This is an optimization exercise on Yosys and OpenROAD, whose aim is a short achievable clock period and few clock cycles, not a production implementation. Function was not checked in any run shown here: the RTL went through the layout flow alone. Power is estimated from default activity; no workload was simulated.

--- flow/constraint.sdc ---
create_clock -name core_clock -period 12.0 [get_ports {clk}]
set_input_delay 2.4000 -clock core_clock [delete_from_list [all_inputs] [get_ports {clk}]]
set_output_delay 2.4000 -clock core_clock [all_outputs]
set_load 0.01 [all_outputs]
--- flow/run.sh ---
#!/bin/bash
# synth_recipe.tcl (not shown) runs the flow's synth.tcl, then flattens the netlist and writes it again
# the make line also repeats each setting of config.mk as NAME=value (left out here)
make -C /OpenROAD-flow-scripts/flow DESIGN_CONFIG=/design/flow/config.mk WORK_HOME=/design/flow/orfs CLKGATE_MAP_FILE= SYNTH_SCRIPT=/design/flow/synth_recipe.tcl finish
--- flow/config.mk ---
export PLATFORM = sky130hd
export DESIGN_NAME = ARM
export DESIGN_NICKNAME = ARM
export VERILOG_FILES = /design/flow/design.v
export SDC_FILE = /design/flow/constraint.sdc
export NUM_CORES = 4
export LEC_CHECK = 0
export CAP_MARGIN = 20
export CORE_MARGIN = 2
export CORE_UTILIZATION = 40
export PLACE_DENSITY = 0.6
export SLEW_MARGIN = 20
--- flow/design.v ---
module ARM(input clk,rst,
           output [31:0] imem_addr,
           input [31:0] imem_rdata,
           output [31:0] dmem_addr,dmem_wdata,
           output dmem_we,
           input [31:0] dmem_rdata);
  function cpass(input [3:0] c, input [3:0] f);
    reg n,z,cf,v;
    begin
      {n,z,cf,v}=f;
      case(c)
        4'd0: cpass=z;
        4'd1: cpass=!z;
        4'd2: cpass=cf;
        4'd3: cpass=!cf;
        4'd4: cpass=n;
        4'd5: cpass=!n;
        4'd6: cpass=v;
        4'd7: cpass=!v;
        4'd8: cpass=cf&!z;
        4'd9: cpass=!cf|z;
        4'd10: cpass=(n==v);
        4'd11: cpass=(n!=v);
        4'd12: cpass=!z&(n==v);
        4'd13: cpass=z|(n!=v);
        4'd14: cpass=1'b1;
        default: cpass=1'b0;
      endcase
    end
  endfunction
  reg [31:0] pc;
  reg        d_valid,d_pred;
  reg [31:0] d_ir,d_pc,d_pc4;
  reg        e_valid,e_wb,e_setf,e_ld,e_br,e_guess;
  reg [3:0]  e_cond,e_rd;
  reg        e_mov,e_mvn,e_arith,e_sub,e_cinc,e_and,e_orr,e_eor;
  reg [31:0] e_a,e_b;
  reg        e_fwd_a,e_fwd_b;
  reg [31:0] e_alt,e_bpc,e_tgt;
  reg [31:0] last_res;
  reg [31:0] m_addr,m_wdata;
  reg        m_we;
  reg [3:0]  flags;                
  reg [31:0] rf [0:14];
  reg [3:0]  btb_v;
  reg [31:0] btb_pc [0:3];
  reg [31:0] btb_tg [0:3];
  reg [1:0]  btb_ptr;
  assign imem_addr=pc;
  assign dmem_addr=m_addr;
  assign dmem_wdata=m_wdata;
  assign dmem_we=m_we;
  wire e_pass=cpass(e_cond,flags);
  wire e_wr=e_valid&e_wb&e_pass&(e_rd!=4'd15);
  wire e_sf=e_valid&e_setf&e_pass;
  wire [31:0] A=e_fwd_a ? last_res : e_a;
  wire [31:0] B=e_fwd_b ? last_res : e_b;
  wire [31:0] Bx=e_sub ? ~B : B;
  wire        cin=e_cinc ? flags[1] : e_sub;
  wire [32:0] sum={1'b0,A}+{1'b0,Bx}+{32'd0,cin};
  reg  [31:0] res;
  always @(*) begin
    res=32'd0;
    if(e_mov) res=B;
    if(e_mvn) res=~B;
    if(e_arith) res=sum[31:0];
    if(e_and) res=A&B;
    if(e_orr) res=A|B;
    if(e_eor) res=A^B;
  end
  wire nf=res[31];
  wire zf=(res==32'd0);
  wire cf=e_arith ? (sum[32]^e_sub) : flags[1];
  wire vf=e_arith ? ((A[31]==Bx[31])&(A[31]!=sum[31])) : flags[0];
  wire [31:0] e_final=e_ld ? dmem_rdata : res;
  wire e_mispred=e_valid&e_br&(e_pass!=e_guess);
  wire [3:0]  d_cond=d_ir[31:28];
  wire [1:0]  d_mode=d_ir[27:26];
  wire        d_I=d_ir[25];
  wire [3:0]  d_opc=d_ir[24:21];
  wire        d_S=d_ir[20];
  wire [3:0]  d_rn=d_ir[19:16];
  wire [3:0]  d_rd=d_ir[15:12];
  wire [11:0] d_opnd=d_ir[11:0];
  wire [3:0]  d_rm=d_opnd[3:0];
  wire [4:0]  d_sh=d_opnd[11:7];
  wire op_mov=(d_opc==4'b1101),op_mvn=(d_opc==4'b1111),op_add=(d_opc==4'b0100),
       op_adc=(d_opc==4'b0101),op_sub=(d_opc==4'b0010),op_sbc=(d_opc==4'b0110),
       op_and=(d_opc==4'b0000),op_orr=(d_opc==4'b1100),op_eor=(d_opc==4'b0001),
       op_cmp=(d_opc==4'b1010),op_tst=(d_opc==4'b1000);
  wire is_dp=(d_mode==2'b00)&(op_mov|op_mvn|op_add|op_adc|op_sub|op_sbc|op_and|op_orr|op_eor|op_cmp|op_tst);
  wire is_mem=(d_mode==2'b01)&(d_opc==4'b0100);
  wire is_ld=is_mem&d_S;
  wire is_st=is_mem&!d_S;
  wire is_br=(d_mode==2'b10);
  wire dp_wb=is_dp&!op_cmp&!op_tst;
  wire dp_setf=is_dp&(d_S|op_cmp|op_tst);
  wire shifted=is_dp&!d_I&!d_opnd[4]&(d_sh!=5'd0);
  wire needs_flags=(d_cond!=4'd14)&(d_cond!=4'd15);
  wire [31:0] rv_n=(d_rn==4'd15) ? 32'd0 : rf[d_rn];
  wire [31:0] rv_m=(d_rm==4'd15) ? 32'd0 : rf[d_rm];
  wire [31:0] rv_d=(d_rd==4'd15) ? 32'd0 : rf[d_rd];
  wire dep_n=e_wr&(d_rn==e_rd);
  wire dep_m=e_wr&(d_rm==e_rd);
  wire dep_d=e_wr&(d_rd==e_rd);
  wire stall=d_valid&((is_mem&dep_n)|(shifted&dep_m)|(is_st&needs_flags&e_sf));
  wire [4:0]  rot={d_opnd[11:8],1'b0};
  wire [63:0] immx={32'd0,24'd0,d_opnd[7:0]};
  wire [63:0] immr={immx[31:0],immx[31:0]}>>rot;
  wire [63:0] rorx={rv_m,rv_m}>>d_sh;
  reg  [31:0] shv;
  always @(*) begin
    case(d_opnd[6:5])
      2'b00: shv=rv_m<<d_sh;
      2'b01: shv=rv_m>>d_sh;
      2'b10: shv=$signed(rv_m)>>>d_sh;
      default: shv=rorx[31:0];
    endcase
  end
  wire [31:0] op2=d_I ? immr[31:0] : (shifted ? shv : rv_m);
  wire        fwd_b=!d_I&!shifted&dep_m;
  wire [31:0] addr=rv_n+{{20{d_opnd[11]}},d_opnd};
  wire [31:0] sdata=dep_d ? e_final : rv_d;
  wire [31:0] d_tgt=d_pc4+{{6{d_ir[23]}},d_ir[23:0],2'b00};
  wire br_known=!needs_flags|!e_sf;
  wire br_take=cpass(d_cond,flags);
  wire br_guess=br_known ? br_take : (d_pred|d_ir[23]);
  wire d_br=d_valid&is_br;
  wire d_redirect=d_br&(br_guess!=d_pred);
  wire [31:0] d_newpc=br_guess ? d_tgt : d_pc4;
  wire [3:0] hit;
  assign hit[0]=btb_v[0]&(btb_pc[0]==pc);
  assign hit[1]=btb_v[1]&(btb_pc[1]==pc);
  assign hit[2]=btb_v[2]&(btb_pc[2]==pc);
  assign hit[3]=btb_v[3]&(btb_pc[3]==pc);
  wire f_hit=|hit;
  wire [31:0] f_tgt=({32{hit[0]}}&btb_tg[0])|({32{hit[1]}}&btb_tg[1])|
                     ({32{hit[2]}}&btb_tg[2])|({32{hit[3]}}&btb_tg[3]);
  wire [31:0] pc4=pc+32'd4;
  wire d_ins=d_br&!e_mispred&br_known&br_take&!d_pred;
  wire e_ins=e_valid&e_br&e_pass&!e_guess_btb;
  reg  e_guess_btb;
  wire btb_ins=d_ins|e_ins;
  wire [31:0] ins_pc=d_ins ? d_pc : e_bpc;
  wire [31:0] ins_tg=d_ins ? d_tgt : e_tgt;
  integer i;
  always @(posedge clk or posedge rst) begin
    if(rst) begin
      btb_v<=4'd0;
      btb_ptr<=2'd0;
    end else if(btb_ins) begin
      btb_v[btb_ptr]<=1'b1;
      btb_ptr<=btb_ptr+2'd1;
    end
  end
  always @(posedge clk) begin
    if(btb_ins) begin
      btb_pc[btb_ptr]<=ins_pc;
      btb_tg[btb_ptr]<=ins_tg;
    end
  end
  always @(posedge clk or posedge rst) begin
    if(rst) begin
      pc<=32'd0;
      d_valid<=1'b0;
      e_valid<=1'b0;
      m_we<=1'b0;
      flags<=4'd0;
    end else begin
      if(e_mispred) begin
        pc<=e_alt;
        d_valid<=1'b0;
      end else if(d_redirect) begin
        pc<=d_newpc;
        d_valid<=1'b0;
      end else if(!stall) begin
        pc<=f_hit ? f_tgt : pc4;
        d_valid<=1'b1;
      end
      e_valid<=d_valid&!stall&!e_mispred&(is_dp|is_mem|is_br);
      m_we<=d_valid&!stall&!e_mispred&is_st&cpass(d_cond,flags);
      if(e_sf) flags<={nf,zf,cf,vf};
    end
  end
  always @(posedge clk) begin
    if(!stall) begin
      d_ir<=imem_rdata;
      d_pc<=pc;
      d_pc4<=pc4;
      d_pred<=f_hit;
    end
    e_cond<=d_cond;
    e_rd<=d_rd;
    e_wb<=dp_wb|is_ld;
    e_setf<=dp_setf;
    e_ld<=is_ld;
    e_br<=is_br&!br_known;
    e_guess<=br_guess;
    e_guess_btb<=d_pred;
    e_alt<=br_guess ? d_pc4 : d_tgt;
    e_bpc<=d_pc;
    e_tgt<=d_tgt;
    e_mov<=op_mov;
    e_mvn<=op_mvn;
    e_arith<=op_add|op_adc|op_sub|op_sbc|op_cmp;
    e_sub<=op_sub|op_sbc|op_cmp;
    e_cinc<=op_adc|op_sbc;
    e_and<=op_and|op_tst;
    e_orr<=op_orr;
    e_eor<=op_eor;
    e_a<=rv_n;
    e_b<=op2;
    e_fwd_a<=dep_n;
    e_fwd_b<=fwd_b;
    m_addr<=addr;
    m_wdata<=sdata;
    last_res<=e_final;
  end
  always @(posedge clk or posedge rst) begin
    if(rst) begin
      for(i=0;i<15;i=i+1) rf[i]<=i;
    end else if(e_wr) begin
      rf[e_rd]<=e_final;
    end
  end
endmodule
==> results of run 1 <==
## kinds of logic (layout without fill, tap and decap cells)
kind of cell	Yosys count	in the layout	share of synthesized area [%]
flops	1144	1144	45.0
compound gates	2164	2164	22.6
other cells	0	6	0
buf+inv	745	792	4.72
fa+ha+maj	165	165	3.25
xor+xnor	279	279	3.79
mux	470	470	8.01
simple gates	1763	1763	12.6
## flip-flops by register name (all words and copies together), names as in the netlist, 32 cells and up
| name | count |
|---|---|
| m_wdata | 32 |
| e_a | 32 |
| m_addr | 32 |
| d_ir | 32 |
| rf | 480 |
| btb_tg | 122 |
| e_tgt | 32 |
| last_res | 32 |
| btb_pc | 126 |
| e_b | 32 |
| d_pc | 32 |
| pc | 32 |
## worst register-to-register path: stages, from the launching register on
cell and delay (ns):
edfxtp_1 0.57, nand4_1 0.18, buf_4 0.58, nand2_1 0.16
buf_4 0.38, a21oi_1 0.23, nand4_1 0.10, o221a_2 0.32
ha_1 0.37, a2111oi_0 0.46, a21boi_0 0.22, o211a_1 0.40
o41ai_1 0.89, o21ai_0 0.37, a41o_1 0.35, o31a_1 0.26
o21a_1 0.18, nor2_1 0.11, xnor2_1 0.07
## power groups by stage
stage               Combinational [mW]  Sequential [mW]  Clock, mW
floorplan                         2.65             5.33          0
global placement                  4.08             5.69          0
detailed placement                4.12             5.70          0
CTS                               4.15             5.63       4.37
global route                      4.56             5.72       4.52
finish                            4.26             5.66       4.33
## area by class of cell
cell class,count,area (um^2)
inverter,190,719
fill,15200,87300
multi-input combinational,4841,32800
sequential,1144,29000
tap,2160,2700
clock buffer,180,3690
antenna,6,15.0
clock inverter,65,948
timing repair buffer,357,3160
## metrics by stage
| stage | setup slack [ns] | util (%) |
|---|---|---|
| after global routing | 5.43 | 45.6 |
| after global placement | 5.93 | 42.6 |
| after CTS | 5.89 | 45.5 |
| final | 5.65 | 45.6 |
| after detailed placement | 5.95 | 42.7 |
| after floorplan | 2.49 | - |
## cells in the final DEF, fill, tap and decap left out, drive strengths merged, types with 172 or more instances in the layout
cell type | netlist | routed
inv | 188 | 195
dfrtp | 497 | 497
buf | 113 | 195
nor2 | 286 | 286
a22oi | 422 | 422
a21oi | 318 | 318
clkbuf | 442 | 180
o21ai | 659 | 659
edfxtp | 343 | 343
nand2 | 821 | 821
dfxtp | 276 | 276
mux2i | 312 | 312
nand3 | 172 | 172
## worst paths after layout
path | from | to | slack (ns)
max | d_ir[18] | m_addr[31] | 5.65
min | d_pc[22] | e_bpc[22] | 0.36
max reg2reg | d_ir[18] | m_addr[31] | 5.65
min reg2reg | d_pc[22] | e_bpc[22] | 0.36
max in group asynchronous | rst | rf[2][28] | 7.53
min in group asynchronous | rst | rf[2][10] | 2.04
## routing by layer
metal	wire length (um)	vias to the layer above	global-route usage (%)
li1	-	25000	-
met1	118000	29200	47.6
met2	123000	4601	51.1
met3	40200	1176	12.4
met4	21400	22	20.7
met5	265	-	0.446
==> run notes, run 1 <==
- Relative slew slack: 8.95%
- Period utilization: around 53%
- CP max-delay cell: o41ai_1
- H-tree depth: 4
- Cell Rows: ~150
- Clk_skew: 0.0360 ns
- Root Driver: clkbuf_16
- Seq/Total Area, Yosys: between 40 and 50%
- PortBufs: 162
- Hold_ws: 0.364 ns
- Synthesized instance count: 6730
- WP data arrival: 7.03 ns
- Initial DRT Pass Iterations: 13
- CTS buffer count: 132
- Sw Share: 37.2%
- Final WL: 302000 um
- Distinct cell type count after synthesis: 104
- Die width: about 410 um
- Part of the power in registers: 39.7%
- Post_cts resized: 0
- Setup violators final: 0
- Antenna-violating nets left: 0
- Vias in the first global route: 56.7k
- Top cell type's share of synthesized area: approximately a fifth
- DR iter-0 viols: 10.8k
- Crit path cell chain: nand4_1, buf_4, nand2_1, buf_4, a21oi_1, nand4_1, o221a_2, ha_1, a2111oi_0, a21boi_0, o211a_1, o41ai_1, o21ai_0, a41o_1, o31a_1, o21a_1, nor2_1, xnor2_1
- Routed vias: ~60k
- DP Wirelength: 194000 um
- Avg Inst Size Synth: ~9.6 um^2
- Internal: 8.96 mW
- Commonest cells in the netlist: nand2_1, o21ai_0, dfrtp_1
- Max VDD drop: 0.000217 V
- Main synth FF type: dfrtp_1
- Crit. End Element: flip-flop
- Clock latency on the worst-skew pair: about 0.84 ns
- Switching pwr: ~5.3 mW
- Starting density of the core: 40.2%
- Non-filler cells, final: 8943
- Syn_nets: 6961
- # Post-CTS Setup Buffers: 0
- Drt drc: 0
- Synth warnings: 2
- Combinational share of power: 29.9%
- CTS clk-pin slew, worst paths: 0.06 ns
- Hold-fix buffers at CTS: 0
- Post-synth EDFFs: roughly 340
- Routability Congestion: 1.02
- Worst Tran Pin Value: 1.36 ns
- Area Overhead vs Synth: 13.4%
- Class of the worst hold path: reg -> reg
- Top cells by area, synth: dfrtp_1, edfxtp_1, dfxtp_1
- Grt ovf: 0
- Placed insts: just under 9k
- Yosys top cell by area: dfrtp_1
- Num Clock Sinks: 1144
- LEAKAGE: 29.4 nW
- Power, Total: between 10 and 15 mW
- Drt wl/cell: 33.8 um
- Final Hold Violating Endpoints: 0
- Crit path largest cell delay: roughly 0.89 ns
- Setup TNS: 0 ns
- Mapped Area: 0.0645 mm^2
- Layout cells sized above 1: 11.5%
- Clk pwr share: 30.4%
- Critical Path RT: 12.68 ns
- Async S/R FF share, synth: 45.9%
- Nets: 6897
- RSZ-0062 raised after global routing: no
- FF+latch count, synth: ~1.1k
- Reg2reg path depth: 18
- Clock buffer depth: 3
- Final instance area: 0.0731 mm^2
- Total track usage: 36.1%
- Depth of the worst hold-timing path: 0
- Max-capacitance violation count: 0
- Crit Path Class: reg -> reg
- CTS tree: yes
- Largest net degree at the start of global routing: 157
- Die area: roughly 0.16 mm^2
- Fmax: 158 MHz
- Final Max Slew Viols: 0
- Top Family by Delay on Critical Path: compound AO/OA/AOI/OAI gates
- Top-Level Pins: approximately 160
- Post-DP Area: 0.0684 mm^2
- PwrDens: 195 mW/mm^2
- Crit. path cell count: 18
- CP startpoint kind: flip-flop
- Core footprint: between 0.15 and 0.2 mm^2
- Most common cell in the netlist: nand2_1
- Initial antenna violation count: 20
- Die H: 405 um
- CP Max Fanout: 33
- Fin crit period: 6.35 ns
- Vias per cell: 6.71
- Outcome: no timing/DRC/antenna violations
- First-pass GRT wire length: 428000 um
- Bufs and invs on worst path: 2
==> run 2: changes to the inputs <==
--- a/flow/design.v
+++ b/flow/design.v
@@ -31,6 +31,8 @@
   reg [31:0] pc;
   reg        d_valid,d_pred;
   reg [31:0] d_ir,d_pc,d_pc4;
+  reg [15:0] d_noh,d_moh,d_doh;      
+  reg        rst_q;                  
   reg        e_valid,e_wb,e_setf,e_ld,e_br,e_guess;
   reg [3:0]  e_cond,e_rd;
   reg        e_mov,e_mvn,e_arith,e_sub,e_cinc,e_and,e_orr,e_eor;
@@ -97,9 +99,16 @@
   wire dp_setf=is_dp&(d_S|op_cmp|op_tst);
   wire shifted=is_dp&!d_I&!d_opnd[4]&(d_sh!=5'd0);
   wire needs_flags=(d_cond!=4'd14)&(d_cond!=4'd15);
-  wire [31:0] rv_n=(d_rn==4'd15) ? 32'd0 : rf[d_rn];
-  wire [31:0] rv_m=(d_rm==4'd15) ? 32'd0 : rf[d_rm];
-  wire [31:0] rv_d=(d_rd==4'd15) ? 32'd0 : rf[d_rd];
+  reg  [31:0] rv_n,rv_m,rv_d;
+  integer k;
+  always @(*) begin
+    rv_n=32'd0; rv_m=32'd0; rv_d=32'd0;
+    for(k=0;k<15;k=k+1) begin
+      rv_n=rv_n|({32{d_noh[k]}}&rf[k]);
+      rv_m=rv_m|({32{d_moh[k]}}&rf[k]);
+      rv_d=rv_d|({32{d_doh[k]}}&rf[k]);
+    end
+  end
   wire dep_n=e_wr&(d_rn==e_rd);
   wire dep_m=e_wr&(d_rm==e_rd);
   wire dep_d=e_wr&(d_rd==e_rd);
@@ -188,6 +197,9 @@
       d_pc<=pc;
       d_pc4<=pc4;
       d_pred<=f_hit;
+      d_noh<=16'd1<<imem_rdata[19:16];
+      d_moh<=16'd1<<imem_rdata[3:0];
+      d_doh<=16'd1<<imem_rdata[15:12];
     end
     e_cond<=d_cond;
     e_rd<=d_rd;
@@ -217,7 +229,11 @@
     last_res<=e_final;
   end
   always @(posedge clk or posedge rst) begin
-    if(rst) begin
+    if(rst) rst_q<=1'b1;
+    else rst_q<=1'b0;
+  end
+  always @(posedge clk) begin
+    if(rst_q) begin
       for(i=0;i<15;i=i+1) rf[i]<=i;
     end else if(e_wr) begin
       rf[e_rd]<=e_final;
--- a/flow/config.mk
+++ b/flow/config.mk
@@ -5,6 +5,7 @@
 export SDC_FILE = /design/flow/constraint.sdc
 export NUM_CORES = 4
 export LEC_CHECK = 0
+export ABC_CLOCK_PERIOD_IN_PS = 2000
 export CAP_MARGIN = 20
 export CORE_MARGIN = 2
 export CORE_UTILIZATION = 40
==> run 2 against run 1 <==
Compared with the run above: worst hold slack lost 0.0060 ns; sequential share of layout area up 6.3 points; combinational power is 18% lower; clock power down 3%; power fell by 6.1%; final area down 2.5%; first-iteration DRC count grew 3.2%; critical endpoint is now rf[1][28]; largest cell class is now sequential cells.
==> run notes, run 2 <==
- Most common cell in the netlist: edfxtp_1
- CTS tree: yes
- Fin crit period: 5.83 ns (-0.522 ns)
- Max-capacitance violation count: 0 (unchanged)
- Global route hottest layer: met2
- Nets: 6169 (-11%)
- Fmax: 172 MHz (+9.0%)
- Synthesized instance count: 5903 (-12%)
- First-pass GRT wire length: 389000 um (-8.9%)
- Seq/Total Area, Yosys: 52.4% (+7.5 points)
- H-tree depth: 4 (unchanged)
- GR Util met3: 12.8% (+0.43 points)
- Largest register FFs: 480 (unchanged)
- Commonest non-fill, non-tap cells in the layout: edfxtp_1, nor2_1, a22oi_1
- Final Max Slew Viols: 0 (unchanged)
- Distinct cell type count after synthesis: 96 (-7.7%)
- Final Hold Violating Endpoints: 0 (unchanged)
- Total track usage: 34.2% (-1.9 points)
- Largest net degree at the start of global routing: 82 (-48%)
- Root Driver: clkbuf_16
- Post-DP Area: 0.0666 mm^2 (-2.6%)
- FF+latch count, synth: 1190 (+4.0%)
- Met2 usage: 47.5% (-3.6 points)
- Critical Path RT: 12.52 ns (-0.16 ns)
- Mapped Area: 0.0624 mm^2 (-3.1%)
- Crit. End Element: flip-flop
- Antenna-violating nets left: 0 (unchanged)
- CP startpoint kind: flip-flop
- Max VDD drop: 0.000168 V (-22%)
- RSZ-0062 raised after global routing: no
- Commonest non-fill, non-tap cell in the layout: edfxtp_1
- Non-filler cells, final: 8102 (-9.4%)
- Top-Level Pins: 163 (unchanged)
- Setup violators final: 0 (unchanged)
- Vias in the first global route: 52.0k (-8.2%)
- Vias per cell: 6.84 (+2.0%)
- Grt ovf: 0 (unchanged)
- Final instance area: 0.0712 mm^2 (-2.5%)
- Synth warnings: 1 (-1)
- Final WL: 281000 um (-7.2%)
- Routability Congestion: 1.02 (-0.82%)
- Core footprint: 0.155 mm^2 (-3.6%)
- DR iter-0 viols: 11.2k (+3.2%)
- PwrDens: 188 mW/mm^2 (-3.7%)
- Avg Inst Size Synth: 10.6 um^2 (+10%)
- Syn_nets: 6134 (-12%)
- Commonest cells in the netlist: edfxtp_1, nor2_1, a22oi_1
- Post-synth EDFFs: 868 (+150%)
- Starting density of the core: 40.4% (+0.20 points)
- Met1 Use GR: 46.0% (-1.6 points)
- Drt wl/cell: 34.6 um (+2.4%)
- Register bank with the most flops: rf
- Worst Tran Pin Value: 1.16 ns (-0.197 ns)
- Clock buffer depth: 3 (unchanged)
- CTS clk-pin slew, worst paths: 0.06 ns (about the same)
- Top cell type's share of synthesized area: 41.7% (+22 points)
- Cell Rows: 144 (-2.0%)
- Die H: 399 um (-1.6%)
- Post_cts resized: 0 (unchanged)
- Top cells by area, synth: edfxtp_1, dfxtp_1, a22oi_1
- Placed insts: 7844 (-9.8%)
- Yosys top cell by area: edfxtp_1
- Die area: 0.159 mm^2 (-3.1%)
- PortBufs: 162 (unchanged)
- Hold-fix buffers at CTS: 0 (unchanged)
- CP Max Fanout: 32 (-3.0%)
- CTS buffer count: 134 (+1.5%)
- Clock latency on the worst-skew pair: 0.82 ns (-0.02 ns)
- Clk_skew: 0.0642 ns (+0.0282 ns)
- Outcome: no timing/DRC/antenna violations
- Async S/R FF share, synth: 3.87% (-42 points)
- Routed vias: 55.4k (-7.6%)
- Registers with the most flip-flops: rf (480), btb_pc (128), btb_tg (120)
- LEAKAGE: 26.0 nW (-12%)
- Layout cells sized above 1: 10.2% (-1.3 points)
- Main synth FF type: edfxtp_1
- Drt drc: 0 (unchanged)
- Initial DRT Pass Iterations: 13 (unchanged)
- Die width: 399 um (-1.6%)
- Period utilization: 48.6% (-4.4 points)
- WP data arrival: 6.35 ns (-0.68 ns)
- Num Clock Sinks: 1190 (+4.0%)
- DP Wirelength: 172000 um (-12%)
- Initial antenna violation count: 24 (+20%)
- Class of the worst hold path: reg -> reg
- # Post-CTS Setup Buffers: 0 (unchanged)
- Area Overhead vs Synth: 14.1%
- Setup TNS: 0 ns (unchanged)
- Crit Path Class: reg -> reg
- Relative slew slack: 22.2% (+13 points)
-- run 2: worst max-delay path, cell delays in order (launching register included) --
cell	delay, ns
dfxtp_2	0.31
buf_4	0.54
mux2i_1	0.49
xor2_1	0.23
fa_1	0.24
inv_1	0.07
fa_1	0.48
a211oi_1	0.30
o21ai_0	0.23
nand3_1	0.15
o21ai_1	0.17
a2111oi_2	0.73
o21ai_0	0.26
a21o_1	0.20
a31o_2	0.25
mux2i_2	0.78
nor2_1	0.12
-- run 2: cell type report --
cell class | instances | area (um^2)
clock buffers | 181 | 3670
multi-input cells | 4110 | 27800
clock inverters | 66 | 862
repair buffers | 342 | 2990
well taps | 2044 | 2560
diodes | 9 | 22.5
flip-flops and latches | 1190 | 32700
fillers | 14200 | 83400
inverters | 160 | 606
-- run 2: per-layer routing --
| layer | vias to the layer above | routed length [um] |
|---|---|---|
| li1 | 22500 | - |
| met1 | 26800 | 107000 |
| met2 | 4916 | 112000 |
| met3 | 1221 | 42700 |
| met4 | 20 | 18700 |
| met5 | - | 131 |
-- run 2: kinds of logic (layout without fill, tap and decap cells) --
| group | Yosys count | after routing | share of synthesized area [%] |
|---|---|---|---|
| buffers and inverters | 603 | 749 | 3.68 |
| AOI/OAI and AO/OA | 1595 | 1595 | 18.3 |
| and+or+nand+nor | 1775 | 1775 | 12.8 |
| muxes | 294 | 294 | 5.47 |
| DFF | 1190 | 1190 | 52.4 |
| adders and majority gates | 165 | 165 | 3.35 |
| other | 1 | 10 | 0.00601 |
| xor gates and xnor gates | 280 | 280 | 3.94 |
-- run 2: report_power, final --
group	internal, mW	switching (mW)	leakage (nW)	total [mW]
Clock	2.37	1.84	2.19	4.22
Sequential	5.16	0.507	11.5	5.66
Combinational	1.27	2.23	12.3	3.51
Total	8.80	4.58	26.0	13.4
-- run 2: worst paths after layout --
check                               from   endpoint  slack, ns  cells after the start
worst max-delay path             e_fwd_b  rf[1][28]       6.17                     16
min in group asynchronous            rst   flags[2]       1.86                      2
worst min-delay path            d_pc[26]  e_bpc[26]       0.36                      0
worst min register to register  d_pc[26]  e_bpc[26]       0.36                      0
max in group asynchronous            rst     pc[17]       9.07                      3
worst max register to register   e_fwd_b  rf[1][28]       6.17                     16
-- run 2: through the flow --
| step | util (%) | setup WS [ns] | hold slack [ns] | total power [mW] |
|---|---|---|---|---|
| 2_1_floorplan | - | 7.24 | 0.344 | 7.64 |
| 3_3_place_gp | 43.1 | 6.21 | 0.348 | 9.08 |
| 3_5_place_dp | 43.1 | 6.14 | 0.353 | 9.13 |
| 4_1_cts | 46.0 | 6.15 | 0.363 | 13.3 |
| 5_1_grt | 46.1 | 5.85 | 0.370 | 13.8 |
| 6_report | 46.1 | 6.17 | 0.358 | 13.4 |

==> afterwards: timing with drivers on the ports <==
No port has a modelled driver above. Below, the same layouts with a new extraction and two added sets of constraints. Step 1: set_driving_cell puts a clkbuf_16 on clk and a buf_2 on each other input, an assumption about the parent block. Step 2 adds t to the input delays and takes it off the output delays; t is the mean of the earliest and latest rising clock arrival at the registers after step 1. Input paths then give back, and output paths get back, about the clock's delay inside the block. Slacks: ideal ports / drivers / drivers and shift; pairs: ideal ports / drivers.
run	t, ns	slack for setup (ns)	clock arrival spread, ns	slew at the worst register clock pin (ns)	cell pins on the clock port's net
run 1	0.903	5.651 / 5.651 / 5.651	0.041 / 0.041	0.07 / 0.07	1
run 2	0.869	6.174 / 6.174 / 6.174	0.064 / 0.065	0.07 / 0.07	1
After both steps every run listed still meets setup and hold.
